Source: an optimization exercise on an open RTL-to-GDS flow (aim: small area, a short achievable clock period and few clock cycles per item). Production flows keep margins and buffers that such runs may drop. Where RTL was checked, it was by simulation tests only, not by an equivalence proof against the original. Function not checked in runs 3 and 4: the RTL went through the layout flow alone. Power and IR drop assume default switching activity.

**flow/config.mk**
```make
export PLATFORM = sky130hd
export DESIGN_NAME = seq_multiplier
export DESIGN_NICKNAME = seq_multiplier
export VERILOG_FILES = /design/flow/design.v
export SDC_FILE = /design/flow/constraint.sdc
export NUM_CORES = 4
export LEC_CHECK = 0
export CAP_MARGIN = 20
export CORE_MARGIN = 2
export CORE_UTILIZATION = 40
export SETUP_SLACK_MARGIN = 2.7
export SLEW_MARGIN = 20
export TNS_END_PERCENT = 5
```
**flow/standard.sh**
```bash
#!/bin/bash
# synth_recipe.tcl (not shown) runs the flow's synth.tcl, then flattens the netlist and writes it again
# the make line also repeats each setting of config.mk as NAME=value (left out here)
make -C /OpenROAD-flow-scripts/flow DESIGN_CONFIG=/design/flow/config.mk WORK_HOME=/design/flow/orfs CLKGATE_MAP_FILE= SYNTH_SCRIPT=/design/flow/synth_recipe.tcl "${@:-finish}"
```
**flow/flow/run.sh**
```bash
#!/bin/bash
# Layout flow: the standard ORFS flow (standard.sh, unchanged synthesis), with
#  - port buffers made of sky130_fd_sc_hd__buf_2 instead of the default delay-cell buffers;
#  - clock tree synthesis without dummy load cells, with a clkbuf_16 root and clkbuf_8 leaves.
# make's full output goes to make_finish.log in the work folder; ORFS keeps each step's log
# under orfs/logs/.
set -euo pipefail
CTS="-sink_clustering_enable -repair_clock_nets -dont_use_dummy_load -root_buf sky130_fd_sc_hd__clkbuf_16 -buf_list sky130_fd_sc_hd__clkbuf_8"
bash standard.sh "BUFFER_PORTS_ARGS=-buffer_cell sky130_fd_sc_hd__buf_2" "CTS_ARGS=$CTS" finish > make_finish.log 2>&1
test -f out/final.def
```
**flow/constraint.sdc**
```tcl
create_clock -name core_clock -period 4.5 [get_ports {clk}]
set_input_delay 0.9000 -clock core_clock [delete_from_list [all_inputs] [get_ports {clk}]]
set_output_delay 0.9000 -clock core_clock [all_outputs]
set_load 0.01 [all_outputs]
```
**flow/design.v**
```verilog
module seq_multiplier #(
    parameter N = 32
)(
    input  wire clk,
    input  wire rst,
    input  wire start,
    input  wire [N-1:0] multiplicand,
    input  wire [N-1:0] multiplier,
    output wire [2*N-1:0] product,
    output wire busy,
    output wire done
);
  reg busy_q, idle_r, done_r, cpa2_r, first_r;
  reg gm, gs, gcn;          
  reg [3:0] cnt;
  reg [31:0] plo;           
  reg [31:0] phi;           
  reg [34:0] s, c;          
  reg [3:0] px, py;         
  reg cf;                   
  reg [3:0] lo;             
  reg [2:0] bg, bp;         
  reg nan, oa, ta, nb, ob, tb;   
  wire na = ~nan;              
  assign busy = busy_q;
  assign done = done_r;
  assign product = {phi, plo};
  wire busy_n = ~rst & (idle_r ? start : ~cpa2_r);
  always @(posedge clk) begin
    busy_q  <= busy_n;           
    idle_r  <= ~busy_n;          
    done_r  <= ~rst & ~idle_r & cpa2_r;
    cpa2_r  <= ~rst & ~idle_r & (cnt == 4'd9);
    cnt     <= idle_r ? 4'd1 : cnt + 4'd1;
    first_r <= idle_r;
    gm      <= idle_r & multiplier[0];   
    gs      <= ~idle_r;                  
    gcn     <= idle_r;                   
  end
  wire m7 = (cnt == 4'd7);                   
  wire [2:0] tra = idle_r ? {multiplier[2:1], 1'b0} : plo[6:4];
  wire [2:0] trb = idle_r ? multiplier[4:2] : {plo[8] & ~m7, plo[7:6]};
  always @(posedge clk) begin
    nan <= ~tra[2];
    oa <= tra[1] ^ tra[0];
    ta <= (tra[2] & ~tra[1] & ~tra[0]) | (~tra[2] & tra[1] & tra[0]);
    nb <= trb[2];
    ob <= trb[1] ^ trb[0];
    tb <= (trb[2] & ~trb[1] & ~trb[0]) | (~trb[2] & trb[1] & trb[0]);
  end
  wire [33:0] mcx = {1'b0, multiplicand, 1'b0};
  wire [32:0] sa, sb;
  genvar k;
  generate
    for (k = 0; k < 33; k = k + 1) begin : g_pp
      assign sa[k] = (oa & mcx[k+1]) | (ta & mcx[k]);
      assign sb[k] = (ob & mcx[k+1]) | (tb & mcx[k]);
    end
  endgenerate
  wire ta34 = first_r ? na : ~na;
  wire ta35 = first_r ? na : 1'b1;
  wire ta36 = first_r & ~na;
  wire [34:0] se = ({3'b000, multiplicand} & {35{gm}}) | (s & {35{gs}});
  wire [34:0] ce = c & ~{35{gcn}};
  wire fs1 = ce[1] ^ na ^ se[1];
  wire fc2 = (ce[1] & na) | (ce[1] & se[1]) | (na & se[1]);
  wire pp3 = sa[0] ^ na;
  wire pp6 = sa[1] ^ na;
  wire fs4 = ce[2] ^ se[2] ^ pp6;
  wire fc5 = (ce[2] & se[2]) | (ce[2] & pp6) | (se[2] & pp6);
  wire fs7 = ce[3] ^ nb ^ se[3];
  wire fc8 = (ce[3] & nb) | (ce[3] & se[3]) | (nb & se[3]);
  wire pp11 = sb[0] ^ nb;
  wire pp12 = sa[2] ^ na;
  wire fs9 = pp11 ^ pp12 ^ fs7;
  wire fc10 = (pp11 & pp12) | (pp11 & fs7) | (pp12 & fs7);
  wire pp15 = sb[1] ^ nb;
  wire fs13 = ce[4] ^ se[4] ^ pp15;
  wire fc14 = (ce[4] & se[4]) | (ce[4] & pp15) | (se[4] & pp15);
  wire pp18 = sa[3] ^ na;
  wire fs16 = pp18 ^ fc8 ^ fs13;
  wire fc17 = (pp18 & fc8) | (pp18 & fs13) | (fc8 & fs13);
  wire pp21 = sb[2] ^ nb;
  wire fs19 = ce[5] ^ se[5] ^ pp21;
  wire fc20 = (ce[5] & se[5]) | (ce[5] & pp21) | (se[5] & pp21);
  wire pp24 = sa[4] ^ na;
  wire fs22 = pp24 ^ fc14 ^ fs19;
  wire fc23 = (pp24 & fc14) | (pp24 & fs19) | (fc14 & fs19);
  wire pp27 = sb[3] ^ nb;
  wire fs25 = ce[6] ^ se[6] ^ pp27;
  wire fc26 = (ce[6] & se[6]) | (ce[6] & pp27) | (se[6] & pp27);
  wire pp30 = sa[5] ^ na;
  wire fs28 = pp30 ^ fc20 ^ fs25;
  wire fc29 = (pp30 & fc20) | (pp30 & fs25) | (fc20 & fs25);
  wire pp33 = sb[4] ^ nb;
  wire fs31 = ce[7] ^ se[7] ^ pp33;
  wire fc32 = (ce[7] & se[7]) | (ce[7] & pp33) | (se[7] & pp33);
  wire pp36 = sa[6] ^ na;
  wire fs34 = pp36 ^ fc26 ^ fs31;
  wire fc35 = (pp36 & fc26) | (pp36 & fs31) | (fc26 & fs31);
  wire pp39 = sb[5] ^ nb;
  wire fs37 = ce[8] ^ se[8] ^ pp39;
  wire fc38 = (ce[8] & se[8]) | (ce[8] & pp39) | (se[8] & pp39);
  wire pp42 = sa[7] ^ na;
  wire fs40 = pp42 ^ fc32 ^ fs37;
  wire fc41 = (pp42 & fc32) | (pp42 & fs37) | (fc32 & fs37);
  wire pp45 = sb[6] ^ nb;
  wire fs43 = ce[9] ^ se[9] ^ pp45;
  wire fc44 = (ce[9] & se[9]) | (ce[9] & pp45) | (se[9] & pp45);
  wire pp48 = sa[8] ^ na;
  wire fs46 = pp48 ^ fc38 ^ fs43;
  wire fc47 = (pp48 & fc38) | (pp48 & fs43) | (fc38 & fs43);
  wire pp51 = sb[7] ^ nb;
  wire fs49 = ce[10] ^ se[10] ^ pp51;
  wire fc50 = (ce[10] & se[10]) | (ce[10] & pp51) | (se[10] & pp51);
  wire pp54 = sa[9] ^ na;
  wire fs52 = pp54 ^ fc44 ^ fs49;
  wire fc53 = (pp54 & fc44) | (pp54 & fs49) | (fc44 & fs49);
  wire pp57 = sb[8] ^ nb;
  wire fs55 = ce[11] ^ se[11] ^ pp57;
  wire fc56 = (ce[11] & se[11]) | (ce[11] & pp57) | (se[11] & pp57);
  wire pp60 = sa[10] ^ na;
  wire fs58 = pp60 ^ fc50 ^ fs55;
  wire fc59 = (pp60 & fc50) | (pp60 & fs55) | (fc50 & fs55);
  wire pp63 = sb[9] ^ nb;
  wire fs61 = ce[12] ^ se[12] ^ pp63;
  wire fc62 = (ce[12] & se[12]) | (ce[12] & pp63) | (se[12] & pp63);
  wire pp66 = sa[11] ^ na;
  wire fs64 = pp66 ^ fc56 ^ fs61;
  wire fc65 = (pp66 & fc56) | (pp66 & fs61) | (fc56 & fs61);
  wire pp69 = sb[10] ^ nb;
  wire fs67 = ce[13] ^ se[13] ^ pp69;
  wire fc68 = (ce[13] & se[13]) | (ce[13] & pp69) | (se[13] & pp69);
  wire pp72 = sa[12] ^ na;
  wire fs70 = pp72 ^ fc62 ^ fs67;
  wire fc71 = (pp72 & fc62) | (pp72 & fs67) | (fc62 & fs67);
  wire pp75 = sb[11] ^ nb;
  wire fs73 = ce[14] ^ se[14] ^ pp75;
  wire fc74 = (ce[14] & se[14]) | (ce[14] & pp75) | (se[14] & pp75);
  wire pp78 = sa[13] ^ na;
  wire fs76 = pp78 ^ fc68 ^ fs73;
  wire fc77 = (pp78 & fc68) | (pp78 & fs73) | (fc68 & fs73);
  wire pp81 = sb[12] ^ nb;
  wire fs79 = ce[15] ^ se[15] ^ pp81;
  wire fc80 = (ce[15] & se[15]) | (ce[15] & pp81) | (se[15] & pp81);
  wire pp84 = sa[14] ^ na;
  wire fs82 = pp84 ^ fc74 ^ fs79;
  wire fc83 = (pp84 & fc74) | (pp84 & fs79) | (fc74 & fs79);
  wire pp87 = sb[13] ^ nb;
  wire fs85 = ce[16] ^ se[16] ^ pp87;
  wire fc86 = (ce[16] & se[16]) | (ce[16] & pp87) | (se[16] & pp87);
  wire pp90 = sa[15] ^ na;
  wire fs88 = pp90 ^ fc80 ^ fs85;
  wire fc89 = (pp90 & fc80) | (pp90 & fs85) | (fc80 & fs85);
  wire pp93 = sb[14] ^ nb;
  wire fs91 = ce[17] ^ se[17] ^ pp93;
  wire fc92 = (ce[17] & se[17]) | (ce[17] & pp93) | (se[17] & pp93);
  wire pp96 = sa[16] ^ na;
  wire fs94 = pp96 ^ fc86 ^ fs91;
  wire fc95 = (pp96 & fc86) | (pp96 & fs91) | (fc86 & fs91);
  wire pp99 = sb[15] ^ nb;
  wire fs97 = ce[18] ^ se[18] ^ pp99;
  wire fc98 = (ce[18] & se[18]) | (ce[18] & pp99) | (se[18] & pp99);
  wire pp102 = sa[17] ^ na;
  wire fs100 = pp102 ^ fc92 ^ fs97;
  wire fc101 = (pp102 & fc92) | (pp102 & fs97) | (fc92 & fs97);
  wire pp105 = sb[16] ^ nb;
  wire fs103 = ce[19] ^ se[19] ^ pp105;
  wire fc104 = (ce[19] & se[19]) | (ce[19] & pp105) | (se[19] & pp105);
  wire pp108 = sa[18] ^ na;
  wire fs106 = pp108 ^ fc98 ^ fs103;
  wire fc107 = (pp108 & fc98) | (pp108 & fs103) | (fc98 & fs103);
  wire pp111 = sb[17] ^ nb;
  wire fs109 = ce[20] ^ se[20] ^ pp111;
  wire fc110 = (ce[20] & se[20]) | (ce[20] & pp111) | (se[20] & pp111);
  wire pp114 = sa[19] ^ na;
  wire fs112 = pp114 ^ fc104 ^ fs109;
  wire fc113 = (pp114 & fc104) | (pp114 & fs109) | (fc104 & fs109);
  wire pp117 = sb[18] ^ nb;
  wire fs115 = ce[21] ^ se[21] ^ pp117;
  wire fc116 = (ce[21] & se[21]) | (ce[21] & pp117) | (se[21] & pp117);
  wire pp120 = sa[20] ^ na;
  wire fs118 = pp120 ^ fc110 ^ fs115;
  wire fc119 = (pp120 & fc110) | (pp120 & fs115) | (fc110 & fs115);
  wire pp123 = sb[19] ^ nb;
  wire fs121 = ce[22] ^ se[22] ^ pp123;
  wire fc122 = (ce[22] & se[22]) | (ce[22] & pp123) | (se[22] & pp123);
  wire pp126 = sa[21] ^ na;
  wire fs124 = pp126 ^ fc116 ^ fs121;
  wire fc125 = (pp126 & fc116) | (pp126 & fs121) | (fc116 & fs121);
  wire pp129 = sb[20] ^ nb;
  wire fs127 = ce[23] ^ se[23] ^ pp129;
  wire fc128 = (ce[23] & se[23]) | (ce[23] & pp129) | (se[23] & pp129);
  wire pp132 = sa[22] ^ na;
  wire fs130 = pp132 ^ fc122 ^ fs127;
  wire fc131 = (pp132 & fc122) | (pp132 & fs127) | (fc122 & fs127);
  wire pp135 = sb[21] ^ nb;
  wire fs133 = ce[24] ^ se[24] ^ pp135;
  wire fc134 = (ce[24] & se[24]) | (ce[24] & pp135) | (se[24] & pp135);
  wire pp138 = sa[23] ^ na;
  wire fs136 = pp138 ^ fc128 ^ fs133;
  wire fc137 = (pp138 & fc128) | (pp138 & fs133) | (fc128 & fs133);
  wire pp141 = sb[22] ^ nb;
  wire fs139 = ce[25] ^ se[25] ^ pp141;
  wire fc140 = (ce[25] & se[25]) | (ce[25] & pp141) | (se[25] & pp141);
  wire pp144 = sa[24] ^ na;
  wire fs142 = pp144 ^ fc134 ^ fs139;
  wire fc143 = (pp144 & fc134) | (pp144 & fs139) | (fc134 & fs139);
  wire pp147 = sb[23] ^ nb;
  wire fs145 = ce[26] ^ se[26] ^ pp147;
  wire fc146 = (ce[26] & se[26]) | (ce[26] & pp147) | (se[26] & pp147);
  wire pp150 = sa[25] ^ na;
  wire fs148 = pp150 ^ fc140 ^ fs145;
  wire fc149 = (pp150 & fc140) | (pp150 & fs145) | (fc140 & fs145);
  wire pp153 = sb[24] ^ nb;
  wire fs151 = ce[27] ^ se[27] ^ pp153;
  wire fc152 = (ce[27] & se[27]) | (ce[27] & pp153) | (se[27] & pp153);
  wire pp156 = sa[26] ^ na;
  wire fs154 = pp156 ^ fc146 ^ fs151;
  wire fc155 = (pp156 & fc146) | (pp156 & fs151) | (fc146 & fs151);
  wire pp159 = sb[25] ^ nb;
  wire fs157 = ce[28] ^ se[28] ^ pp159;
  wire fc158 = (ce[28] & se[28]) | (ce[28] & pp159) | (se[28] & pp159);
  wire pp162 = sa[27] ^ na;
  wire fs160 = pp162 ^ fc152 ^ fs157;
  wire fc161 = (pp162 & fc152) | (pp162 & fs157) | (fc152 & fs157);
  wire pp165 = sb[26] ^ nb;
  wire fs163 = ce[29] ^ se[29] ^ pp165;
  wire fc164 = (ce[29] & se[29]) | (ce[29] & pp165) | (se[29] & pp165);
  wire pp168 = sa[28] ^ na;
  wire fs166 = pp168 ^ fc158 ^ fs163;
  wire fc167 = (pp168 & fc158) | (pp168 & fs163) | (fc158 & fs163);
  wire pp171 = sb[27] ^ nb;
  wire fs169 = ce[30] ^ se[30] ^ pp171;
  wire fc170 = (ce[30] & se[30]) | (ce[30] & pp171) | (se[30] & pp171);
  wire pp174 = sa[29] ^ na;
  wire fs172 = pp174 ^ fc164 ^ fs169;
  wire fc173 = (pp174 & fc164) | (pp174 & fs169) | (fc164 & fs169);
  wire pp177 = sb[28] ^ nb;
  wire fs175 = ce[31] ^ se[31] ^ pp177;
  wire fc176 = (ce[31] & se[31]) | (ce[31] & pp177) | (se[31] & pp177);
  wire pp180 = sa[30] ^ na;
  wire fs178 = pp180 ^ fc170 ^ fs175;
  wire fc179 = (pp180 & fc170) | (pp180 & fs175) | (fc170 & fs175);
  wire pp183 = sb[29] ^ nb;
  wire fs181 = ce[32] ^ se[32] ^ pp183;
  wire fc182 = (ce[32] & se[32]) | (ce[32] & pp183) | (se[32] & pp183);
  wire pp186 = sa[31] ^ na;
  wire fs184 = pp186 ^ fc176 ^ fs181;
  wire fc185 = (pp186 & fc176) | (pp186 & fs181) | (fc176 & fs181);
  wire pp189 = sb[30] ^ nb;
  wire fs187 = ce[33] ^ se[33] ^ pp189;
  wire fc188 = (ce[33] & se[33]) | (ce[33] & pp189) | (se[33] & pp189);
  wire pp192 = sa[32] ^ na;
  wire fs190 = pp192 ^ fc182 ^ fs187;
  wire fc191 = (pp192 & fc182) | (pp192 & fs187) | (fc182 & fs187);
  wire fs193 = ce[34] ^ ta34 ^ se[34];
  wire fc194 = (ce[34] & ta34) | (ce[34] & se[34]) | (ta34 & se[34]);
  wire pp197 = sb[31] ^ nb;
  wire fs195 = pp197 ^ fs193 ^ fc188;
  wire fc196 = (pp197 & fs193) | (pp197 & fc188) | (fs193 & fc188);
  wire pp200 = sb[32] ^ nb;
  wire fs198 = ta35 ^ pp200 ^ fc194;
  wire fc199 = (ta35 & pp200) | (ta35 & fc194) | (pp200 & fc194);
  wire fs201 = ta36 ^ ~nb ^ fc199;
  wire fc202 = (ta36 & ~nb) | (ta36 & fc199) | (~nb & fc199);
  wire [38:0] x = {1'b0, 1'b1, fs201, fs198, fc191, fc185, fc179, fc173, fc167, fc161, fc155, fc149, fc143, fc137, fc131, fc125, fc119, fc113, fc107, fc101, fc95, fc89, fc83, fc77, fc71, fc65, fc59, fc53, fc47, fc41, fc35, fc29, fc23, fc17, fc10, fc5, fc2, pp3, ce[0]};
  wire [38:0] y = {1'b0, fc202, 1'b0, fc196, fs195, fs190, fs184, fs178, fs172, fs166, fs160, fs154, fs148, fs142, fs136, fs130, fs124, fs118, fs112, fs106, fs100, fs94, fs88, fs82, fs76, fs70, fs64, fs58, fs52, fs46, fs40, fs34, fs28, fs22, fs16, fs9, fs4, fs1, se[0]};
  wire [4:0] lo5 = {1'b0, px} + {1'b0, py} + {4'd0, cf};
  wire [8:0] a0 = {1'b0, s[7:0]}   + {1'b0, c[7:0]};
  wire [8:0] a1 = {1'b0, s[15:8]}  + {1'b0, c[15:8]};
  wire [8:0] a2 = {1'b0, s[23:16]} + {1'b0, c[23:16]};
  wire [7:0] a3 = s[31:24] + c[31:24];
  wire k1 = bg[0] | (bp[0] & cf);
  wire k2 = bg[1] | (bp[1] & bg[0]) | (bp[1] & bp[0] & cf);
  wire k3 = bg[2] | (bp[2] & bg[1]) | (bp[2] & bp[1] & bg[0]) | (bp[2] & bp[1] & bp[0] & cf);
  wire [7:0] i0 = phi[7:0]   + {7'd0, cf};
  wire [7:0] i1 = phi[15:8]  + {7'd0, k1};
  wire [7:0] i2 = phi[23:16] + {7'd0, k2};
  wire [7:0] i3 = phi[31:24] + {7'd0, k3};
  always @(posedge clk) begin
    plo <= idle_r ? multiplier : {lo, plo[31:4]};
    lo  <= lo5[3:0];
    phi <= cpa2_r ? {i3, i2, i1, i0} : {a3, a2[7:0], a1[7:0], a0[7:0]};
    bg  <= {a2[8], a1[8], a0[8]};
    bp  <= {&a2[7:0], &a1[7:0], &a0[7:0]};
    s   <= x[38:4];
    c   <= y[38:4];
    px  <= idle_r ? 4'd0 : x[3:0];
    py  <= idle_r ? 4'd0 : y[3:0];
    cf  <= ~idle_r & lo5[4];
  end
endmodule
```
==> results of run 1 <==
==> kinds of logic after synthesis <==
family | share of synthesized area (%)
flip-flops | 35.9
multiplexers | 4.54
adder cells (fa/ha/maj) | 21.7
buffers and inverters | 3.46
AO/OA/AOI/OAI | 14.4
XOR/XNOR | 10.9
AND/OR/NAND/NOR | 9.10
==> what timing repair did <==
item                                    CTS  global route
endpoints found under the hold margin     0             0
pin swaps                                18            15
endpoints found under the setup margin  117           137
gates resized for setup                  37            25
gates cloned                              0             0
buffers inserted                         13             3
==> path summary, 6_finish.rpt <==
path                             to  cells after the start
hold / removal    cnt[0]$_SDFF_PP1_                      1
setup / recovery       c[1]$_DFF_P_                      5
hold reg to reg   cnt[0]$_SDFF_PP1_                      1
setup reg to reg    phi[30]$_DFF_P_                     10
==> critical path: cells and delay by family <==
kind / cells / cell delay [ns]
compound gates: 1 / 0.22
xor+xnor: 1 / 0.16
fa+ha+maj: 2 / 0.92
buf+inv: 1 / 0.14
==> final cells by class <==
class | count | area (µm²) | share of cell area [%]
flip-flops and latches | 166 | 3350 | 30.9
diodes | 1 | 2.50 | 0.0230
well taps | 285 | 357 | 3.28
inverters | 45 | 171 | 1.58
repair buffers | 157 | 927 | 8.54
multi-input cells | 617 | 5810 | 53.4
clock buffers | 17 | 245 | 2.26
==> synth_stat cells (3+ instances only) <==
master	instances	area [µm²]
nand3_1	18	90.1
nor4b_1	3	26.3
clkbuf_1	33	124
ha_1	47	588
inv_1	44	165
o21a_1	6	45.0
a21oi_1	20	100
a21o_1	13	97.6
nor2b_1	34	213
and2_1	4	25.0
xnor2_1	91	797
a211oi_1	4	30.0
mux2i_1	6	60.1
nor3b_1	6	45.0
nand2b_1	8	50.1
o31ai_1	5	37.5
xor2_1	24	210
o21ai_0	37	185
a22o_1	25	219
dfxtp_1	166	3320
nand2_1	40	150
nor3_1	4	20.0
mux2_2	32	360
fa_1	71	1420
and3_1	10	62.6
nor2_1	18	67.6
buf_1	6	22.5
a22oi_1	65	488
==> metrics by stage <==
stage / setup slack (ns) / hold WS (ns)
final: 2.41 / 0.441
after global routing: 2.36 / 0.463
after CTS: 2.43 / 0.444
after detailed placement: 1.85 / 0.423
after global placement: 1.81 / 0.419
after floorplan: 2.27 / 0.329
==> flip-flops by register name, indices dropped and copies added, names as in the netlist, 3 cells and up <==
signal,cells
bp,3
bg,3
py,4
cnt,4
c,33
s,33
plo,32
lo,4
px,4
phi,32
==> cell usage in the layout, fill, tap and decap left out, drive strengths merged, types with 20 or more instances in the layout <==
master	Yosys	final
dfxtp	166	166
buf	7	157
xnor2	91	91
fa	71	71
a22oi	65	65
ha	47	47
inv	45	45
nand2	40	40
o21ai	37	37
nor2b	35	35
mux2	32	32
a22o	25	25
xor2	24	24
a21oi	20	20
==> layer usage <==
layer	up-vias	routed length, µm	track usage [%]
met1	3295	11000	28.5
met2	177	10000	28.7
met3	24	1280	3.86
met4	2	279	4.81
met5	-	12	0
li1	3257	-	-
==> where the power goes <==
group / leakage [nW] / internal [mW] / switching [mW] / total [mW]
logic: 3.10 / 1.77 / 2.01 / 3.78
clock network: 0.127 / 0.358 / 0.479 / 0.837
registers: 1.40 / 2.07 / 0.441 / 2.51
total: 4.62 / 4.20 / 2.93 / 7.13
==> summary.md, run 1 <==
| Metric | Value |
|---|---|
| Die Wd | 156 µm |
| Reg-to-reg slack, setup | roughly 2.5 ns |
| Die ar. | about 24000 µm² |
| Net count after synthesis | around 1100 |
| # setup viols final | 0 |
| Root buf cell | clkbuf_16 |
| Iter 0 DRT Violations | approximately 400 |
| Origin of the worst setup path | multiplicand[2] |
| Fmax | between 0.4 and 0.5 GHz |
| Final wirelength | 22600 µm |
| Vias | ~6800 |
| Critical Path Start Type | input pin |
| Synth warn | 1 |
| Tot Pwr | ~7.1 mW |
| Max VDD drop | ~0.24 mV |
| Total GRT Usage | between 15 and 20% |
| Post-Synthesis Cell Area | 9250 µm² |
| # port buffers | roughly 130 |
| GP Congestion | ~0.85 |
| Area Growth Syn to Fin | 17.4% |
| Dpl cells | approximately 1300 |
| Pwr per Cell Area | between 600 and 700 nW/µm² |
| Cell count after synthesis | a little under 900 |
| 1st-pass router iterations | 5 |
| Slew HR | approximately 60% |
| Die Ht | ~160 µm |
| Post-DP HPWL | between 15000 and 20000 µm |
| CTS tree | done |
| Site Rows | 55 |
| Initial Util | between 40 and 50% |
| Crit path kind | input pin to flip-flop |
| Reg clk slew, reported paths | roughly 0.080 ns |
| Post-synth top flop | dfxtp_1 |
| Total congestion overflow | 0 |
| Vias in the first global route | between 6000 and 7000 |
| CP Data Arrival Time | approximately 2.3 ns |
| Core area | around 23000 µm² |
| Leakage | around 4.6 nW |
| Vias per cell | ~5.2 |
| Hold Path Class | flip-flop to flip-flop |
| Max clock buf depth | 2 |
| Netlist cell types | 49 |
| Fin cells | ~1300 |
| CTS Buf Count | 17 |
| Critical path capture point type | flip-flop |
| Worst Tran Pin Value | just under 0.6 ns |
| Initial antenna violation count | 2 |
| Wirelength per Cell | ~18 µm |
| CTS H-tree depth | 4 |
| RSZ-0062 raised after global routing | true |
| Boundary Pins | ~130 |
| DRC viols | 0 |
| Placed cell areas | roughly 10000 µm² |
| Max-slew violation count | 0 |
| Largest net degree at the start of global routing | 57 |
| Core Util, Final | between 40 and 50% |
| Crit-path cells | buf_2, a22oi_1, xnor2_1, fa_1, fa_1 |
| Crit Path Max Fanout | 5 |
| First-pass GRT wire length | 36500 µm |
| CP required | about 4.8 ns |
| Clk sink count | roughly 170 |
| Avg Cell Area, Syn | between 10 and 15 µm² |
| Number of synthesized flops with an enable pin | 0 |
| Clock Skew | roughly 0.05 ns |
| Post-Layout Inst Area | about 11000 µm² |
| Post-synthesis sequential area ratio | between 30% and 40% |
| Setup TNS Final | 0 ns |
| Max-cap violation count | 0 |
| Crit share post-route | a little under half |
| CP max stage delay | 0.46 ns |
| Hold Vio Cnt, Final | 0 |
| Nets@finish | between 1000 and 1500 |
| Synth async-reset ratio | 0% |
| Post-DRT Antenna Nets | 0 |
| Fraction of layout instances using a drive strength above 1 | 26.0% |
| Status | timing/DRC/antenna clean |
| CP max stage cell | fa_1 |
| FF-to-FF Start | cf$_DFF_P_ |
| CTS hold repair buffers | 0 |
| Yosys reg bits | 166 |
| Fillers | 2116 |
| Worst path most repeated cell | fa_1 |
| Clock Latency Late Sink | 0.40 ns |
| Minimum clock period | 2.09 ns |
| Hold Path Origin | cnt[0]$_SDFF_PP1_ |
Testbench counts, summed over its fixed seeds: cycles 19,200, items 1,600.
==> run 2, diff against run 1 <==
--- a/flow/config.mk
+++ b/flow/config.mk
@@ -10,4 +10,4 @@
 export CORE_UTILIZATION = 40
-export SETUP_SLACK_MARGIN = 2.7
+export SETUP_SLACK_MARGIN = 2.6
 export SLEW_MARGIN = 20
-export TNS_END_PERCENT = 5
+export TNS_END_PERCENT = 10
==> run 2 against run 1 <==
- sequential power barely moved
- flip-flop and latch count did not move
- area after synthesis did not move
- worst setup slack got worse by 0.018 ns
- register-to-register slack got worse by 0.04 ns
- final cell count rose by 0.62%
- global-route usage fell by 0.47 points
- core utilization rose by 0.90 points
- critical path depth did not move
- synthesized cell count did not move
- sequential share of layout area fell by 0.55 points
- maximum frequency fell by 0.85%
- critical path type unchanged
- largest cell class unchanged
- highest routed layer is now met4
==> summary.md, run 2 <==
| Metric | Value |
|---|---|
| Vias | 6698 (-0.84%) |
| CTS H-tree depth | 4 (unchanged) |
| Fillers | 2126 (+0.47%) |
| Vias in the first global route | 6591 (-2.5%) |
| Tot Pwr | 7.20 mW (+1.0%) |
| Avg Cell Area, Syn | 10.7 µm² (unchanged) |
| First-pass GRT wire length | 35600 µm (-2.6%) |
| Crit path kind | input pin to flip-flop |
| Die Wd | 156 µm (unchanged) |
| Largest area contributor in the netlist | dfxtp_1 |
| Area Growth Syn to Fin | 19.6% |
| Status | timing/DRC/antenna clean |
| Die ar. | 24400 µm² (unchanged) |
| RSZ-0062 raised after global routing | true |
| Hold Path Class | flip-flop to flip-flop |
| Final wirelength | 22400 µm (-1.2%) |
| # port buffers | 132 (unchanged) |
| Fin cells | 1296 (+0.62%) |
| M2 GR Usage | 27.6% (-1.1 points) |
| Initial antenna violation count | 1 (-1) |
| 1st-pass router iterations | 4 (-1) |
| Post-Layout Inst Area | 11100 µm² (+1.9%) |
| CTS tree | done |
| Core area | 22600 µm² (unchanged) |
| Critical Path Start Type | input pin |
| Number of synthesized flops with an enable pin | 0 (unchanged) |
| CP Data Arrival Time | 2.34 ns (about the same) |
| Pwr per Cell Area | 651 nW/µm² (-0.84%) |
| Leakage | 4.71 nW (+2.0%) |
| Max VDD drop | 0.222 mV (-7.3%) |
| Post-synth top flop | dfxtp_1 |
| WHS | 0.439 ns (-0.00279 ns) |
| Fmax | 0.475 GHz (-0.85%) |
| Reg clk slew, reported paths | 0.07 ns (about the same) |
| Die Ht | 156 µm (unchanged) |
| Slew HR | 60.0% (-0.92 points) |
| Yosys reg bits | 166 (unchanged) |
| Cell count after synthesis | 868 (unchanged) |
| Post-DRT Antenna Nets | 0 (unchanged) |
| Synth top area share | 35.9% (unchanged) |
| CTS Buf Count | 17 (unchanged) |
| Vias per cell | 5.17 (-1.5%) |
| DRC viols | 0 (unchanged) |
| Crit share post-route | 46.8% (+0.40 points) |
| Post-synthesis sequential area ratio | 35.9% (unchanged) |
| CP required | 4.74 ns (about the same) |
| Iter 0 DRT Violations | 359 (-7.9%) |
| Largest registers | c: 33 flops, s: 33 flops |
| Post-Synthesis Cell Area | 9250 µm² (unchanged) |
| Hold Vio Cnt, Final | 0 (unchanged) |
| Net count after synthesis | 1053 (unchanged) |
| Clock Skew | 0.0448 ns (-0.00407 ns) |
| Boundary Pins | 133 (unchanged) |
| Critical path capture point type | flip-flop |
| Largest net degree at the start of global routing | 58 (+1.8%) |
| Initial Util | 40.9% (unchanged) |
| Synth warn | 1 (unchanged) |
| Worst Tran Pin Value | 0.601 ns (+0.0138 ns) |
| Commonest cells after routing, fill and taps aside | dfxtp_1 (155), buf_2 (120), xnor2_1 (85) |
| Max-cap violation count | 0 (unchanged) |
| Crit Path Max Fanout | 5 (unchanged) |
| Top cells by area, synth | dfxtp_1 (36%), fa_1 (15%), xnor2_1 (8.6%) |
| Total GRT Usage | 18.7% (-0.47 points) |
| Placed cell areas | 10200 µm² (about the same) |
| Minimum clock period | 2.11 ns (+0.0178 ns) |
| Most common cell in the netlist | dfxtp_1 |
| Busiest grt layer | met1 |
| M1 GR Usage | 27.6% (-0.89 points) |
| Clock Latency Late Sink | 0.39 ns (about the same) |
| Dpl cells | 1253 (-0.080%) |
| Met3 usage | 4.36% (+0.50 points) |
| Max-slew violation count | 0 (unchanged) |
| Nets@finish | 1197 (+0.67%) |
| Commonest non-fill, non-tap cell in the layout | dfxtp_1 |
| Synth async-reset ratio | 0% (unchanged) |
| Site Rows | 55 (unchanged) |
| Root buf cell | clkbuf_16 |
| Total congestion overflow | 0 (unchanged) |
| Max clock buf depth | 2 (unchanged) |
| # setup viols final | 0 (unchanged) |
| GP Congestion | 0.831 (-1.7%) |
| Top post-synthesis cells by count | dfxtp_1 (166), xnor2_1 (91), fa_1 (71), a22oi_1 (65), ha_1 (47) |
| Setup TNS Final | 0 ns (unchanged) |
| Post-DP HPWL | 16100 µm (-1.2%) |
| Fraction of layout instances using a drive strength above 1 | 26.8% (+0.78 points) |
| Netlist cell types | 49 (unchanged) |
| Wirelength per Cell | 17.3 µm (-1.8%) |
| Clk sink count | 166 (unchanged) |
run 2: cell counts after synthesis:
Identical to the previous run, type by type.
run 2: path summary, 6_finish.rpt:
kind                            slack [ns]               from  cells after the start                 to
worst max-delay path                  2.39   multiplicand[25]                      5      c[25]$_DFF_P_
worst min-delay path                  0.44  cnt[0]$_SDFF_PP1_                      1  cnt[0]$_SDFF_PP1_
worst max register to register        2.43       s[8]$_DFF_P_                      8      bp[1]$_DFF_P_
worst min register to register        0.44  cnt[0]$_SDFF_PP1_                      1  cnt[0]$_SDFF_PP1_
run 2: what timing repair did:
action	in CTS	in global routing
cloned	0	1
endpoints found under the setup margin	80	91
pin swaps	21	27
buffers inserted	15	9
hold buffers	0	0
resized for setup	40	54
run 2: metrics by stage:
step                      setup slack, ns  utilization [%]
after floorplan                      2.27                -
after global placement               1.70             45.0
after detailed placement             1.98             45.0
after CTS                            2.41             47.4
after global routing                 2.35             48.9
final                                2.39             48.9
run 2: power by group:
group          switching, mW  internal (mW)
Sequential             0.444           2.07
Clock                  0.470          0.358
Combinational           2.03           1.83
Total                   2.95           4.25
run 2: cells by family after synthesis:
logic type	synth area share (%)
compound gates	14.4
flops	35.9
simple gates	9.10
fa+ha+maj	21.7
xor+xnor	10.9
buf+inv	3.46
mux	4.54
run 2: critical path, stage by stage:
cell	delay, ns
buf_2	0.14
a22oi_1	0.22
xnor2_1	0.18
fa_1	0.46
fa_1	0.44
run 2: metal layers:
layer	up-vias	share of wire (%)
met1	3205	49
li1	3278	-
met5	-	0
met3	18	6.2
met4	0	1.1
met2	197	44
run 2: layout make-up:
class                      instances  area, µm²  area share, %
inverter                          45        171           1.55
tap                              285        357           3.22
multi-input combinational        617       5850           52.9
antenna                            1       2.50         0.0226
timing repair buffer             165       1080           9.80
sequential                       166       3350           30.3
clock buffer                      17        245           2.22
==> run 3, diff against run 2 <==
--- a/flow/design.v
+++ b/flow/design.v
@@ -288,5 +288,5 @@
     c   <= y[38:4];
-    px  <= idle_r ? 4'd0 : x[3:0];
-    py  <= idle_r ? 4'd0 : y[3:0];
-    cf  <= ~idle_r & lo5[4];
+    px  <= x[3:0];
+    py  <= y[3:0];
+    cf  <= ~first_r & lo5[4];    
   end
--- a/flow/config.mk
+++ b/flow/config.mk
@@ -10,4 +10,4 @@
 export CORE_UTILIZATION = 40
-export SETUP_SLACK_MARGIN = 2.6
+export SETUP_SLACK_MARGIN = 2.8
 export SLEW_MARGIN = 20
-export TNS_END_PERCENT = 10
+export TNS_END_PERCENT = 3
==> run 3 against run 2 <==
- largest cell class unchanged
- critical endpoint is now c[15]$_DFF_P_
- power is 2.5% lower
- still clean on timing, DRC and antenna
- wire length is 0.60% higher
- synthesized cell count is 0.81% lower
==> summary.md, run 3 <==
| Metric | Value |
|---|---|
| Status | timing/DRC/antenna clean |
| Total congestion overflow | 0 (unchanged) |
| Placed cell areas | 10100 µm² (-1.1%) |
| CTS Buf Count | 17 (unchanged) |
| Hold Vio Cnt, Final | 0 (unchanged) |
| Reg-to-reg slack, setup | 2.45 ns (+0.02 ns) |
| Critical path capture point type | flip-flop |
| Hold Path Origin | cnt[0]$_SDFF_PP1_ |
| Netlist cell types | 43 (-12%) |
| Final WS setup | 2.39 ns (-0.00828 ns) |
| Vias | 6705 (+0.10%) |
| Antenna fix cells | 0 (-1) |
| Dpl cells | 1245 (-0.64%) |
| Post-Layout Inst Area | 10900 µm² (-1.9%) |
| Switching Fraction | 40.0% (-0.95 points) |
| Largest net degree at the start of global routing | 45 (-22%) |
| Crit share post-route | 47.0% (+0.18 points) |
| Slew HR | 31.0% (-29 points) |
| Fmax | 0.473 GHz (-0.39%) |
| First-pass GRT wire length | 35600 µm (about the same) |
| Busiest grt layer | met2 |
| Crit Path Max Fanout | 5 (unchanged) |
| Net count after synthesis | 1046 (-0.66%) |
| FF-to-FF Start | gs$_DFF_P_ |
| Post-synth top flop | dfxtp_1 |
| # setup viols final | 0 (unchanged) |
| Largest area contributor in the netlist | dfxtp_1 |
| Comb pwr share | 51.9% (-1.7 points) |
| Max VDD drop | 0.205 mV (-7.5%) |
| Crit path kind | input pin to flip-flop |
| Top post-synthesis cells by count | dfxtp_1 (166), xnor2_1 (92), fa_1 (71), a22oi_1 (64), ha_1 (47) |
| Fin cells | 1285 (-0.85%) |
| Wirelength per Cell | 17.5 µm (+1.5%) |
| Clock Skew | 0.0445 ns (-0.000233 ns) |
| Synth async-reset ratio | 0% (unchanged) |
| Max-cap violation count | 0 (unchanged) |
| Post-Synthesis Cell Area | 9160 µm² (-0.99%) |
| Nets@finish | 1187 (-0.84%) |
| Die Ht | 155 µm (-0.48%) |
| Largest registers | c: 33 flops, s: 33 flops |
| Commonest cells after routing, fill and taps aside | dfxtp_1 (156), buf_2 (123), xnor2_1 (86) |
| Clock Latency Late Sink | 0.40 ns (about the same) |
| Tot Pwr | 7.02 mW (-2.5%) |
| Pint | 4.22 mW (-0.89%) |
| Initial Util | 40.6% (-0.28 points) |
| Fraction of layout instances using a drive strength above 1 | 25.3% (-1.5 points) |
| Hold Path Depth | 1 (unchanged) |
| 1st-pass router iterations | 5 (+1) |
| CP required | 4.75 ns (about the same) |
| Sequential Power Share | 36.2% (+1.3 points) |
| Yosys reg bits | 166 (unchanged) |
| Core area | 22600 µm² (-0.30%) |
| Top cells by area, synth | dfxtp_1 (36%), fa_1 (16%), xnor2_1 (8.8%) |
| Most common cell in the netlist | dfxtp_1 |
| Iter 0 DRT Violations | 468 (+30%) |
| Hold Path End | cnt[0]$_SDFF_PP1_ |
| Number of synthesized flops with an enable pin | 0 (unchanged) |
| P_sw | 2.81 mW (-4.7%) |
| Place WS | 1.79 ns (-0.188 ns) |
| Root buf cell | clkbuf_16 |
| Pwr per Cell Area | 647 nW/µm² (-0.57%) |
| Vias per cell | 5.22 (+0.96%) |
| Total GRT Usage | 18.8% (about the same) |
| Clk sink count | 166 (unchanged) |
| Die ar. | 24100 µm² (-0.97%) |
| Met3 usage | 3.62% (-0.74 points) |
| CTS tree | done |
| Cell count after synthesis | 861 (-0.81%) |
| GP Congestion | 0.789 (-5.1%) |
| Fillers | 2137 (+0.52%) |
| Max clock buf depth | 2 (unchanged) |
| Die Wd | 155 µm (-0.48%) |
| Reg2reg end | c[5]$_DFF_P_ |
| CTS H-tree depth | 4 (unchanged) |
| Minimum clock period | 2.11 ns (+0.00828 ns) |
| Multi-input gate area in the final layout | 5700 µm² (-2.5%) |
| Vias in the first global route | 6765 (+2.6%) |
| Register area | 3360 µm² (+0.11%) |
| Boundary Pins | 133 (unchanged) |
| M1 GR Usage | 25.6% (-2.0 points) |
| Post-synthesis sequential area ratio | 36.3% (+0.36 points) |
| # port buffers | 132 (unchanged) |
| Final wirelength | 22500 µm (+0.60%) |
| DRC viols | 0 (unchanged) |
| Commonest non-fill, non-tap cell in the layout | dfxtp_1 |
| Post-DRT Antenna Nets | 0 (unchanged) |
| Area Growth Syn to Fin | 18.5% |
| Site Rows | 55 (unchanged) |
| M2 GR Usage | 31.0% (+3.4 points) |
| Hold Path Class | flip-flop to flip-flop |
| Reg clk slew, reported paths | 0.08 ns (about the same) |
| Core Util, Final | 48.1% (-0.78 points) |
| Origin of the worst setup path | multiplicand[15] |
| Initial antenna violation count | 0 (-1) |
| Leakage | 4.63 nW (-1.8%) |
| Clock power share | 11.9% (+0.4 points) |
| Synth top area share | 36.3% (+0.36 points) |
| WHS | 0.444 ns (+0.00550 ns) |
| Worst r2r path cells | 4 (-4) |
| Post-DP HPWL | 15900 µm (-1.2%) |
| CP Data Arrival Time | 2.36 ns (+0.02 ns) |
| RSZ-0062 raised after global routing | true |
| Avg Cell Area, Syn | 10.6 µm² (-0.18%) |
| Max-slew violation count | 0 (unchanged) |
| Setup TNS Final | 0 ns (unchanged) |
| Critical Path Start Type | input pin |
| Synth warn | 1 (unchanged) |
| Worst Tran Pin Value | 1.03 ns (+0.432 ns) |
## run 3: what timing repair did
item	CTS	global route
resized for setup	32	41
pin swaps	14	22
hold buffers	0	0
setup buffers	6	17
setup endpoints to repair	168	167
## run 3: layer usage
metal / routed length [µm] / part of all wire, % / up-vias
met3: 1190 / 5.3 / 15
met4: 175 / 0.78 / 0
li1: - / - / 3248
met5: 0 / 0 / -
met1: 10300 / 46 / 3251
met2: 10800 / 48 / 191
## run 3: kinds of logic after synthesis
family,Yosys count,synth area share [%]
compound gates,198,14.9
xor+xnor,114,10.9
fa+ha+maj,118,21.9
buf+inv,79,3.35
flops,166,36.3
mux,34,4.18
simple gates,152,8.48
## run 3: worst max-delay path by stage
stage / to / slack (ns) / depth (start not counted)
3_5_place_dp: c[6]$_DFF_P_ / 1.79 / 4
2_1_floorplan: c[1]$_DFF_P_ / 2.27 / 4
4_1_cts: c[4]$_DFF_P_ / 2.41 / 5
6_report: c[15]$_DFF_P_ / 2.39 / 5
3_3_place_gp: c[5]$_DFF_P_ / 1.78 / 4
5_1_grt: phi[30]$_DFF_P_ / 2.33 / 9
## run 3: power groups by stage
stage	sequential [mW]	combinational, mW	clock [mW]
finish	2.54	3.65	0.834
global route	2.61	4.18	0.920
CTS	2.56	3.50	0.867
detailed placement	2.59	3.42	0
global placement	2.59	3.36	0
floorplan	2.49	2.55	0
## run 3: cell type report
class	count	area share, %
repair buffers	161	9.60
multi-input cells	616	52.5
inverters	40	1.38
clock buffers	17	2.26
well taps	285	3.29
flip-flops and latches	166	30.9
## run 3: critical path, stage by stage
cell and delay, ns:
buf_2 0.14, a22oi_1 0.22, xnor2_1 0.18, fa_1 0.48, fa_1 0.44
==> run 4, diff against run 3 <==
--- a/flow/config.mk
+++ b/flow/config.mk
@@ -10,4 +10,4 @@
 export CORE_UTILIZATION = 40
-export SETUP_SLACK_MARGIN = 2.8
+export SETUP_SLACK_MARGIN = 2.7
 export SLEW_MARGIN = 20
-export TNS_END_PERCENT = 3
+export TNS_END_PERCENT = 5
==> run 4 against run 3 <==
- flip-flop and latch count is the same
- clock power grew 1%
- still clean
- critical path type unchanged
- die area is the same
- maximum frequency is essentially flat
- wire length shrank 0.52%
- combinational power grew 1%
- final area is essentially flat
- sequential share of layout area is essentially flat
- global-route usage grew 0.33 points
==> summary.md, run 4 <==
| Metric | Value |
|---|---|
| Status | timing/DRC/antenna clean |
| Max-slew violation count | 0 (unchanged) |
| Clock Skew | 0.0385 ns (-0.00603 ns) |
| Largest net degree at the start of global routing | 45 (unchanged) |
| Avg Cell Area, Syn | 10.6 µm² (unchanged) |
| Synth async-reset ratio | 0% (unchanged) |
| Yosys reg bits | 166 (unchanged) |
| Area Growth Syn to Fin | 18.4% (about the same) |
| # port buffers | 132 (unchanged) |
| Reg-to-reg slack, setup | 2.48 ns (+0.03 ns) |
| Iter 0 DRT Violations | 432 (-7.7%) |
| Crit share post-route | 47.0% (about the same) |
| Final wirelength | 22400 µm (-0.52%) |
| Post-Synthesis Cell Area | 9160 µm² (unchanged) |
| Max-cap violation count | 0 (unchanged) |
| FF-to-FF Start | tb$_DFF_P_ |
| Minimum clock period | 2.12 ns (+0.000980 ns) |
| Top post-synthesis cells by count | dfxtp_1 (166), xnor2_1 (92), fa_1 (71), a22oi_1 (64), ha_1 (47) |
| CP required | 4.81 ns (+0.06 ns) |
| Synth top area share | 36.3% (unchanged) |
| Hold Path Class | flip-flop to flip-flop |
| Largest registers | c: 33 flops, s: 33 flops |
| Total GRT Usage | 19.1% (+0.33 points) |
| Number of synthesized flops with an enable pin | 0 (unchanged) |
| Die Ht | 155 µm (unchanged) |
| Synth warn | 1 (unchanged) |
| Largest area contributor in the netlist | dfxtp_1 |
| Root buf cell | clkbuf_16 |
| Post-synthesis sequential area ratio | 36.3% (unchanged) |
| Crit path kind | input pin to flip-flop |
| 1st-pass router iterations | 5 (unchanged) |
| Post-DP HPWL | 15800 µm (-0.77%) |
| Initial Util | 40.6% (unchanged) |
| Commonest non-fill, non-tap cell in the layout | dfxtp_1 |
| Most common cell in the netlist | dfxtp_1 |
| Nets@finish | 1181 (-0.51%) |
| GP Congestion | 0.787 (-0.20%) |
| Die ar. | 24100 µm² (unchanged) |
| Initial antenna violation count | 3 (+3) |
| Fillers | 2140 (+0.14%) |
| Core area | 22600 µm² (unchanged) |
| Top cells by area, synth | dfxtp_1 (36%), fa_1 (16%), xnor2_1 (8.8%) |
| Crit Path Max Fanout | 4 (-1) |
| Site Rows | 55 (unchanged) |
| Hold Path Depth | 1 (unchanged) |
| Vias per cell | 5.17 (-0.99%) |
| Die Wd | 155 µm (unchanged) |
| Reg clk slew, reported paths | 0.07 ns (about the same) |
| Fraction of layout instances using a drive strength above 1 | 25.9% (+0.56 points) |
| Vias in the first global route | 6959 (+2.9%) |
| DRC viols | 0 (unchanged) |
| Commonest cells after routing, fill and taps aside | dfxtp_1 (157), buf_2 (122), xnor2_1 (85) |
| Leakage | 4.60 nW (-0.65%) |
| CTS tree | done |
| Max clock buf depth | 2 (unchanged) |
| Pwr per Cell Area | 651 nW/µm² (+0.58%) |
| CTS H-tree depth | 4 (unchanged) |
| Total congestion overflow | 0 (unchanged) |
| Hold Vio Cnt, Final | 0 (unchanged) |
| CTS hold repair buffers | 0 (unchanged) |
| Max VDD drop | 0.225 mV (+9.6%) |
| Worst Tran Pin Value | 0.850 ns (-0.183 ns) |
| RSZ-0062 raised after global routing | true |
| Boundary Pins | 133 (unchanged) |
| First-pass GRT wire length | 36200 µm (+1.8%) |
| Net count after synthesis | 1046 (unchanged) |
| Worst r2r path cells | 6 (+2) |
| Post-synth top flop | dfxtp_1 |
| CP Data Arrival Time | 2.42 ns (+0.06 ns) |
| Fmax | 0.473 GHz (about the same) |
| WHS | 0.444 ns (-0.000514 ns) |
| Vias | 6628 (-1.1%) |
| CTS Buf Count | 17 (unchanged) |
| Slew HR | 43.3% (+12 points) |
| Setup TNS Final | 0 ns (unchanged) |
| Clk sink count | 166 (unchanged) |
| Cell count after synthesis | 861 (unchanged) |
| Hold Path Origin | cnt[0]$_SDFF_PP1_ |
| Netlist cell types | 43 (unchanged) |
| Post-DRT Antenna Nets | 0 (unchanged) |
| Clock Latency Late Sink | 0.40 ns (about the same) |
| # setup viols final | 0 (unchanged) |
| Critical path capture point type | flip-flop |
| Critical Path Start Type | input pin |
| Reg2reg end | c[29]$_DFF_P_ |
| Hold Path End | cnt[0]$_SDFF_PP1_ |
| Wirelength per Cell | 17.5 µm (-0.36%) |
-- run 4: how the worst max path moves through the flow --
stage	to	slack [ns]	start
6_report	c[6]$_DFF_P_	2.38	multiplicand[6]
5_1_grt	c[29]$_DFF_P_	2.37	multiplicand[29]
4_1_cts	c[29]$_DFF_P_	2.39	nb$_DFF_P_
3_5_place_dp	c[6]$_DFF_P_	1.76	tb$_DFF_P_
3_3_place_gp	c[6]$_DFF_P_	1.74	tb$_DFF_P_
2_1_floorplan	c[1]$_DFF_P_	2.27	multiplicand[2]
-- run 4: critical path, cell delays in order --
cell     delay (ns)
buf_8          0.10
a22oi_2        0.21
xnor2_2        0.17
fa_1           0.49
fa_2           0.55
-- run 4: final cells by class --
cell class / instances / area (µm²) / share of cell area (%)
Multi-Input combinational cell: 616 / 5760 / 53.1
Sequential cell: 166 / 3350 / 30.9
Timing Repair Buffer: 155 / 971 / 8.95
Tap cell: 285 / 357 / 3.29
Clock buffer: 17 / 245 / 2.26
Inverter: 40 / 153 / 1.41
Antenna cell: 4 / 10.0 / 0.0923
-- run 4: cell families after synthesis --
group / after synthesis / synth area share [%]
AO/OA/AOI/OAI: 198 / 14.9
XOR/XNOR: 114 / 10.9
adder cells (fa/ha/maj): 118 / 21.9
buffers and inverters: 79 / 3.35
flip-flops: 166 / 36.3
multiplexers: 34 / 4.18
AND/OR/NAND/NOR: 152 / 8.48
-- run 4: where the power goes --
group / internal (mW) / switching, mW
registers: 2.10 / 0.426
logic: 1.78 / 1.91
clock network: 0.358 / 0.484
-- run 4: stage by stage --
stage	cells	worst slack, ns	instance area (µm²)	power, mW	utilization, %
floorplan	861	2.27	9170	5.04	-
global placement	1245	1.74	10100	5.96	44.6
detailed placement	1245	1.76	10100	6.02	44.7
CTS	1267	2.39	10500	6.94	46.4
global route	1281	2.37	10800	7.75	48.0
finish	1283	2.38	10800	7.06	48.1
-- run 4: routing by layer --
metal	vias to the layer above	track usage, %	wire length, µm
met5	-	0	0
met4	0	5.11	179
met3	10	4.04	1120
met2	162	31.2	10500
met1	3213	25.8	10600
li1	3243	-	-
-- run 4: repair_timing --
item                       CTS  global route
setup endpoints to repair  124           145
pin swaps                   14            29
hold endpoints to repair     0             0
buffers inserted             5            12
resized for setup           29            61
==> run 5, diff against run 4 <==
--- a/flow/design.v
+++ b/flow/design.v
@@ -285,3 +285,3 @@
     bg  <= {a2[8], a1[8], a0[8]};
-    bp  <= {&a2[7:0], &a1[7:0], &a0[7:0]};
+    bp  <= {&(s[23:16] ^ c[23:16]), &(s[15:8] ^ c[15:8]), &(s[7:0] ^ c[7:0])};
     s   <= x[38:4];
==> run 5 against run 4 <==
- largest power group unchanged
- die area down 0.42%
- maximum frequency up 0.32%
- critical path depth unchanged
- sequential power about the same
- critical endpoint unchanged
- count of clock-buffer cells in the layout unchanged
- clock skew up 0.0033 ns
- flip-flop and latch count unchanged
- sequential share of layout area about the same
- combinational power down 3%
- wire length down 2.8%
==> summary.md, run 5 <==
| Metric | Value |
|---|---|
| Clock power share | 12.2% (+0.3 points) |
| Vias in the first global route | 6704 (-3.7%) |
| Boundary Pins | 133 (unchanged) |
| CP required | 4.75 ns (-0.06 ns) |
| Hold Vio Cnt, Final | 0 (unchanged) |
| Most common cell in the netlist | dfxtp_1 |
| Avg Cell Area, Syn | 10.8 µm² (+1.6%) |
| Post-DP HPWL | 15500 µm (-1.9%) |
| Pint | 4.21 mW (-0.67%) |
| Post-synth top flop | dfxtp_1 |
| Hold Path Class | flip-flop to flip-flop |
| Setup TNS Final | 0 ns (unchanged) |
| Sequential Power Share | 36.5% (+0.7 points) |
| Number of synthesized flops with an enable pin | 0 (unchanged) |
| Hold Path Depth | 1 (unchanged) |
| CTS Buf Count | 17 (unchanged) |
| Critical Path Start Type | input pin |
| Site Rows | 55 (unchanged) |
| Max-slew violation count | 0 (unchanged) |
| First-pass GRT wire length | 34500 µm (-4.8%) |
| CTS hold repair buffers | 0 (unchanged) |
| Reg-to-reg slack, setup | 2.50 ns (+0.02 ns) |
| Crit share post-route | 46.9% (-0.15 points) |
| Hold Path Origin | cnt[0]$_SDFF_PP1_ |
| Synth top area share | 36.4% (+0.16 points) |
| CTS H-tree depth | 4 (unchanged) |
| Max clock buf depth | 2 (unchanged) |
| Total GRT Usage | 18.1% (-0.97 points) |
| WHS | 0.441 ns (-0.00239 ns) |
| Minimum clock period | 2.11 ns (-0.00673 ns) |
| Post-Synthesis Cell Area | 9120 µm² (-0.44%) |
| Iter 0 DRT Violations | 406 (-6.0%) |
| Final WS setup | 2.39 ns (+0.00673 ns) |
| # port buffers | 132 (unchanged) |
| Die ar. | 24000 µm² (-0.42%) |
| Wirelength per Cell | 17.2 µm (-1.4%) |
| Yosys reg bits | 166 (unchanged) |
| Crit Path Max Fanout | 5 (+1) |
| CP Data Arrival Time | 2.36 ns (-0.06 ns) |
| Cell count after synthesis | 844 (-2.0%) |
| Max VDD drop | 0.223 mV (-0.97%) |
| Reg clk slew, reported paths | 0.09 ns (+0.02 ns) |
| Reg2reg end | c[2]$_DFF_P_ |
| Post-Layout Inst Area | 10800 µm² (about the same) |
| Leakage | 4.56 nW (-0.70%) |
| GP Congestion | 0.792 (+0.64%) |
| Worst r2r path cells | 5 (-1) |
| Switching Fraction | 39.7% (-0.33 points) |
| Clock Latency Late Sink | 0.40 ns (about the same) |
| 1st-pass router iterations | 5 (unchanged) |
| Status | timing/DRC/antenna clean |
| Area Growth Syn to Fin | 18.9% |
| Total congestion overflow | 0 (unchanged) |
| Vias per cell | 5.23 (+1.3%) |
| Worst Tran Pin Value | 1.01 ns (+0.158 ns) |
| Post-DRT Antenna Nets | 0 (unchanged) |
| Final wirelength | 21800 µm (-2.8%) |
| Crit path kind | input pin to flip-flop |
| Clock Skew | 0.0418 ns (+0.00331 ns) |
| P_sw | 2.77 mW (-2.0%) |
| Register area | 3350 µm² (about the same) |
| Place WS | 1.82 ns (+0.0601 ns) |
| Critical path capture point type | flip-flop |
| Die Ht | 155 µm (-0.21%) |
| Commonest non-fill, non-tap cell in the layout | dfxtp_1 |
| Slew HR | 32.7% (-11 points) |
| Die Wd | 155 µm (-0.21%) |
| Net count after synthesis | 1029 (-1.6%) |
| Post-synthesis sequential area ratio | 36.4% (+0.16 points) |
| # setup viols final | 0 (unchanged) |
| Origin of the worst setup path | multiplicand[6] |
| Largest net degree at the start of global routing | 44 (-2.2%) |
| Pwr per Cell Area | 643 nW/µm² (-1.2%) |
| Fraction of layout instances using a drive strength above 1 | 27.3% (+1.4 points) |
| Multi-input gate area in the final layout | 5770 µm² (+0.17%) |
| Largest registers | c: 33 flops, s: 33 flops |
| Largest area contributor in the netlist | dfxtp_1 |
| Nets@finish | 1166 (-1.3%) |
| Initial antenna violation count | 0 (-3) |
| Synth warn | 1 (unchanged) |
| Hold Path End | cnt[0]$_SDFF_PP1_ |
| Commonest cells after routing, fill and taps aside | dfxtp_1 (155), buf_2 (123), xnor2_1 (87) |
| Clk sink count | 166 (unchanged) |
| Placed cell areas | 10100 µm² (-0.26%) |
| Fmax | 0.474 GHz (+0.32%) |
| Comb pwr share | 51.3% (-1.0 points) |
| Core area | 22500 µm² (-0.30%) |
| FF-to-FF Start | gs$_DFF_P_ |
| DRC viols | 0 (unchanged) |
| Top post-synthesis cells by count | dfxtp_1 (166), xnor2_1 (95), fa_1 (71), a22oi_1 (64), ha_1 (47) |
| Initial Util | 40.5% (-0.054 points) |
| Top cells by area, synth | dfxtp_1 (36%), fa_1 (16%), xnor2_1 (9.1%) |
| Root buf cell | clkbuf_16 |
| Synth async-reset ratio | 0% (unchanged) |
| RSZ-0062 raised after global routing | true |
| Fillers | 2041 (-4.6%) |
| Netlist cell types | 43 (unchanged) |
| CTS tree | done |
| Vias | 6620 (-0.12%) |
| Max-cap violation count | 0 (unchanged) |
run 5: cell types whose count changed after synthesis, moves of 4 or more:
cell      delta
nand2_1      +4
nand4_1      +7
inv_1        -8
nand2b_1     -4
o21ai_0     -13
nor2_1      -11
xor2_1       -5
nor3_1       +5
o21a_1       +5
o31a_1       -4
run 5: routing by layer:
metal	routed length, µm	track usage, %	up-vias
met5	0	0	-
met4	259	4.45	0
met3	1100	4.09	23
met2	10200	29.4	173
met1	10200	24.6	3213
li1	-	-	3211
run 5: cell type report:
class,instances,share of cell area [%]
Multi-Input combinational cell,606,53.2
Inverter,32,1.14
Tap cell,285,3.29
Sequential cell,166,30.9
Clock buffer,17,2.26
Timing Repair Buffer,158,9.19
Antenna cell,1,0.0231
run 5: critical path, cell delays in order:
cell,delay (ns)
buf_2,0.14
a22oi_1,0.23
xnor2_1,0.18
fa_1,0.47
fa_1,0.43
run 5: timing repair:
| action | 4_1_cts | 5_1_grt |
|---|---|---|
| gates cloned | 0 | 1 |
| endpoints found under the setup margin | 121 | 140 |
| resized for setup | 45 | 41 |
| pin swaps | 20 | 28 |
| buffers inserted | 6 | 11 |
run 5: cell families after synthesis:
logic type	count (synthesis)	share of synthesized area (%)
AND/OR/NAND/NOR	142	7.86
AO/OA/AOI/OAI	197	15.3
flip-flops	166	36.4
multiplexers	37	4.54
buffers and inverters	72	3.10
XOR/XNOR	112	10.8
adder cells (fa/ha/maj)	118	22.0
run 5: worst max path at each step:
stage | slack, ns | to
2_1_floorplan | 2.20 | c[29]$_DFF_P_
6_report | 2.39 | c[6]$_DFF_P_
3_3_place_gp | 1.78 | c[5]$_DFF_P_
3_5_place_dp | 1.82 | c[4]$_DFF_P_
4_1_cts | 2.41 | c[5]$_DFF_P_
5_1_grt | 2.35 | c[6]$_DFF_P_
run 5: per-stage QoR:
stage	total power, mW	std cells	util, %
after floorplan	4.98	844	-
after global routing	7.64	1264	48.2
after CTS	6.87	1252	46.7
final	6.98	1265	48.2
after detailed placement	5.94	1229	44.7
after global placement	5.88	1229	44.7
run 5: power by group through the flow:
stage                     clock (mW)  sequential (mW)  combinational (mW)
final                          0.849             2.55                3.58
after global routing           0.930             2.62                4.10
after CTS                      0.877             2.55                3.45
after detailed placement           0             2.58                3.35
after global placement             0             2.58                3.30
after floorplan                    0             2.50                2.48
Testbench counts of run 5, summed over its fixed seeds: cycles 19,200, items 1,600.
==> run 6, diff against run 5 <==
--- a/flow/config.mk
+++ b/flow/config.mk
@@ -9,3 +9,4 @@
 export CORE_MARGIN = 2
-export CORE_UTILIZATION = 40
+export CORE_UTILIZATION = 60
+export PLACE_DENSITY = 0.85
 export SETUP_SLACK_MARGIN = 2.7
==> run 6 against run 5 <==
- register-to-register slack lost 0.07 ns
- maximum frequency shrank 1.7%
- flip-flop and latch count is the same
- first-iteration DRC count grew 25%
- critical path depth is the same
- largest cell class unchanged
- highest routed layer unchanged
- combinational power is essentially flat
- largest power group unchanged
- clock power shrank 2.5%
==> summary.md, run 6 <==
| Metric | Value |
|---|---|
| Post-Synthesis Cell Area | 9120 µm² (unchanged) |
| Mux share of post-synthesis cell area | 4.54% (unchanged) |
| Xor/xnor share of the synthesized area | 10.8% (unchanged) |
| Die ar. | 16200 µm² (-33%) |
| Boundary Pins | 133 (unchanged) |
| Avg Cell Area, Syn | 10.8 µm² (unchanged) |
| Synth Area in Simple Gates | 7.86% (unchanged) |
| Hold Path End | cnt[0]$_SDFF_PP1_ |
| Synth async-reset ratio | 0% (unchanged) |
| Most common cell in the netlist | dfxtp_1 |
| Yosys reg bits | 166 (unchanged) |
| Hold Path Depth | 1 (unchanged) |
| Max-cap violation count | 0 (unchanged) |
| 1st-pass router iterations | 5 (unchanged) |
| CP Data Arrival Time | 2.41 ns (+0.05 ns) |
| Slew HR | 33.6% (+0.88 points) |
| Iter 0 DRT Violations | 509 (+25%) |
| RSZ-0062 raised after global routing | true |
| Switching Fraction | 39.8% (+0.17 points) |
| Worst Tran Pin Value | 0.995 ns (-0.0132 ns) |
| CTS Buf Count | 17 (unchanged) |
| DRC viols | 0 (unchanged) |
| Status | timing/DRC/antenna clean |
| Synth warn | 1 (unchanged) |
| Clk sink count | 166 (unchanged) |
| Max VDD drop | 0.327 mV (+47%) |
| CTS H-tree depth | 4 (unchanged) |
| Placed cell areas | 9900 µm² (-1.5%) |
| Reg2reg end | c[6]$_DFF_P_ |
| Pint | 4.19 mW (-0.40%) |
| GP Congestion | 0.859 (+8.4%) |
| Clock power share | 11.9% (-0.3 points) |
| Root buf cell | clkbuf_16 |
| Reg clk slew, reported paths | 0.08 ns (about the same) |
| Setup TNS Final | 0 ns (unchanged) |
| Hold Path Class | flip-flop to flip-flop |
| Area Growth Syn to Fin | 16.4% |
| Pwr per Cell Area | 656 nW/µm² (+2.0%) |
| Post-synthesis sequential area ratio | 36.4% (unchanged) |
| Main combinational cell family by area after synthesis | adder cells |
| Vias per cell | 5.94 (+13%) |
| Vias | 6899 (+4.2%) |
| Critical path capture point type | flip-flop |
| Worst r2r path cells | 5 (unchanged) |
| Wirelength per Cell | 18.5 µm (+7.8%) |
| Post-synthesis compound-gate area fraction | 15.3% (unchanged) |
| Crit Path Max Fanout | 5 (unchanged) |
| Final wirelength | 21600 µm (-0.96%) |
| Max clock buf depth | 2 (unchanged) |
| Post-DP HPWL | 14900 µm (-4.1%) |
| Hold Vio Cnt, Final | 0 (unchanged) |
| Clock Latency Late Sink | 0.39 ns (about the same) |
| Netlist cell types | 43 (unchanged) |
| M1 GR Usage | 34.1% (+9.5 points) |
| FF-to-FF Start | tb$_DFF_P_ |
| WHS | 0.450 ns (+0.00911 ns) |
| Met3 usage | 6.91% (+2.8 points) |
| Crit share post-route | 47.7% (+0.79 points) |
| Number of synthesized flops with an enable pin | 0 (unchanged) |
| Comb pwr share | 51.1% (-0.2 points) |
| Die Ht | 127 µm (-18%) |
| Busiest grt layer | met2 |
| Post-Layout Inst Area | 10600 µm² (-2.1%) |
| Initial antenna violation count | 0 (unchanged) |
| Initial Util | 60.7% (+20 points) |
| Post-synth top flop | dfxtp_1 |
| Fmax | 0.466 GHz (-1.7%) |
| P_sw | 2.78 mW (+0.30%) |
| Reg-to-reg slack, setup | 2.43 ns (-0.07 ns) |
| Fraction of layout instances using a drive strength above 1 | 26.0% (-1.3 points) |
| Die Wd | 127 µm (-18%) |
| # port buffers | 132 (unchanged) |
| Vias in the first global route | 7037 (+5.0%) |
| # setup viols final | 0 (unchanged) |
| Commonest cells after routing, fill and taps aside | dfxtp_1 (153), buf_2 (123), xnor2_1 (88) |
| Synth top area share | 36.4% (unchanged) |
| Cell count after synthesis | 844 (unchanged) |
| CP required | 4.76 ns (about the same) |
| Post-synthesis adder-cell area fraction | 22.0% (unchanged) |
| Max-slew violation count | 0 (unchanged) |
| Leakage | 4.54 nW (-0.56%) |
| Top cells by area, synth | dfxtp_1 (36%), fa_1 (16%), xnor2_1 (9.1%) |
| Largest registers | c: 33 flops, s: 33 flops |
| Net count after synthesis | 1029 (unchanged) |
| Nets@finish | 1161 (-0.43%) |
| CTS tree | done |
| Site Rows | 45 (-18%) |
| Clock Skew | 0.0301 ns (-0.0117 ns) |
| Largest area contributor in the netlist | dfxtp_1 |
| Total congestion overflow | 0 (unchanged) |
| Tot Pwr | 6.97 mW (-0.12%) |
| First-pass GRT wire length | 34200 µm (-0.92%) |
| Largest net degree at the start of global routing | 45 (+2.3%) |
| Antenna fix cells | 0 (-1) |
| Minimum clock period | 2.14 ns (+0.0357 ns) |
| M2 GR Usage | 44.3% (+15 points) |
| Commonest non-fill, non-tap cell in the layout | dfxtp_1 |
| Post-DRT Antenna Nets | 0 (unchanged) |
| Dpl cells | 1128 (-8.2%) |
| Total GRT Usage | 26.8% (+8.7 points) |
| Core area | 15000 µm² (-33%) |
| Fin cells | 1162 (-8.1%) |
| Hold Path Origin | cnt[0]$_SDFF_PP1_ |
| Top post-synthesis cells by count | dfxtp_1 (166), xnor2_1 (95), fa_1 (71), a22oi_1 (64), ha_1 (47) |
| Sequential Power Share | 37.0% (+0.5 points) |
| Fillers | 1005 (-51%) |
| Crit path kind | input pin to flip-flop |
| Critical Path Start Type | input pin |
[run 6: changes by cell type in the layout (fill, tap and decap cells not counted), sizes merged]
cell / delta
clkinvlp: -1
inv: +1
clkbuf: -1
buf: -4
diode: -1
[run 6: cell type report]
type / count / area, µm² / share of cell area [%]
multi-input combinational: 606 / 5690 / 53.6
sequential: 166 / 3360 / 31.6
timing repair buffer: 153 / 967 / 9.11
clock buffer: 17 / 245 / 2.31
tap: 188 / 235 / 2.22
inverter: 32 / 120 / 1.13
[run 6: critical path, cell delays in order]
cell	delay (ns)
buf_2	0.15
a22oi_1	0.25
xnor2_1	0.19
fa_1	0.48
fa_1	0.44
[run 6: power groups by stage]
| stage | registers, mW | clock network, mW | logic, mW |
|---|---|---|---|
| 2_1_floorplan | 2.50 | 0 | 2.48 |
| 3_3_place_gp | 2.59 | 0 | 3.17 |
| 3_5_place_dp | 2.61 | 0 | 3.30 |
| 4_1_cts | 2.55 | 0.846 | 3.45 |
| 5_1_grt | 2.63 | 0.905 | 3.99 |
| 6_report | 2.58 | 0.828 | 3.56 |
[run 6: worst max-delay path by stage]
stage,cells after the start,to,from,slack [ns]
finish,5,c[6]$_DFF_P_,multiplicand[6],2.36
global route,5,c[8]$_DFF_P_,multiplicand[8],2.32
CTS,5,c[21]$_DFF_P_,multiplicand[21],2.43
detailed placement,5,c[29]$_DFF_P_,nb$_DFF_P_,1.86
global placement,4,c[5]$_DFF_P_,ob$_DFF_P_,1.90
floorplan,5,c[29]$_DFF_P_,multiplicand[29],2.20
[run 6: routing by layer]
layer	vias up	wire length [µm]	share of wire, %
met5	-	0	0
met4	0	556	2.6
met3	53	1560	7.2
met2	303	10600	49
met1	3333	8820	41
li1	3210	-	-
[run 6: metrics by stage]
stage / utilization [%] / setup slack [ns]
3_3_place_gp: 65.9 / 1.90
5_1_grt: 70.6 / 2.32
2_1_floorplan: - / 2.20
3_5_place_dp: 65.9 / 1.86
6_report: 70.6 / 2.36
4_1_cts: 69.7 / 2.43
[run 6: cells by family (layout without fill, tap and decap cells)]
logic type,after synthesis,after routing
XOR/XNOR,112,112
AO/OA/AOI/OAI,197,197
buffers and inverters,72,202
multiplexers,37,37
flip-flops,166,166
AND/OR/NAND/NOR,142,142
adder cells (fa/ha/maj),118,118
[run 6: repair_timing]
| item | 4_1_cts | 5_1_grt |
|---|---|---|
| endpoints found under the hold margin | 0 | 0 |
| gates cloned | 0 | 0 |
| endpoints found under the setup margin | 105 | 133 |
| hold buffers | 0 | 0 |
| setup buffers | 12 | 5 |
| pin swaps | 26 | 18 |
| resized for setup | 50 | 22 |

Re-timed with assumed drivers on the ports (clkbuf_16 on the clock, buf_2 on other inputs), run 6 has 2.347 ns of setup slack against 2.355 ns with ideal ports, and 1.927 ns once port delays also move by the mid clock arrival of 0.419 ns.
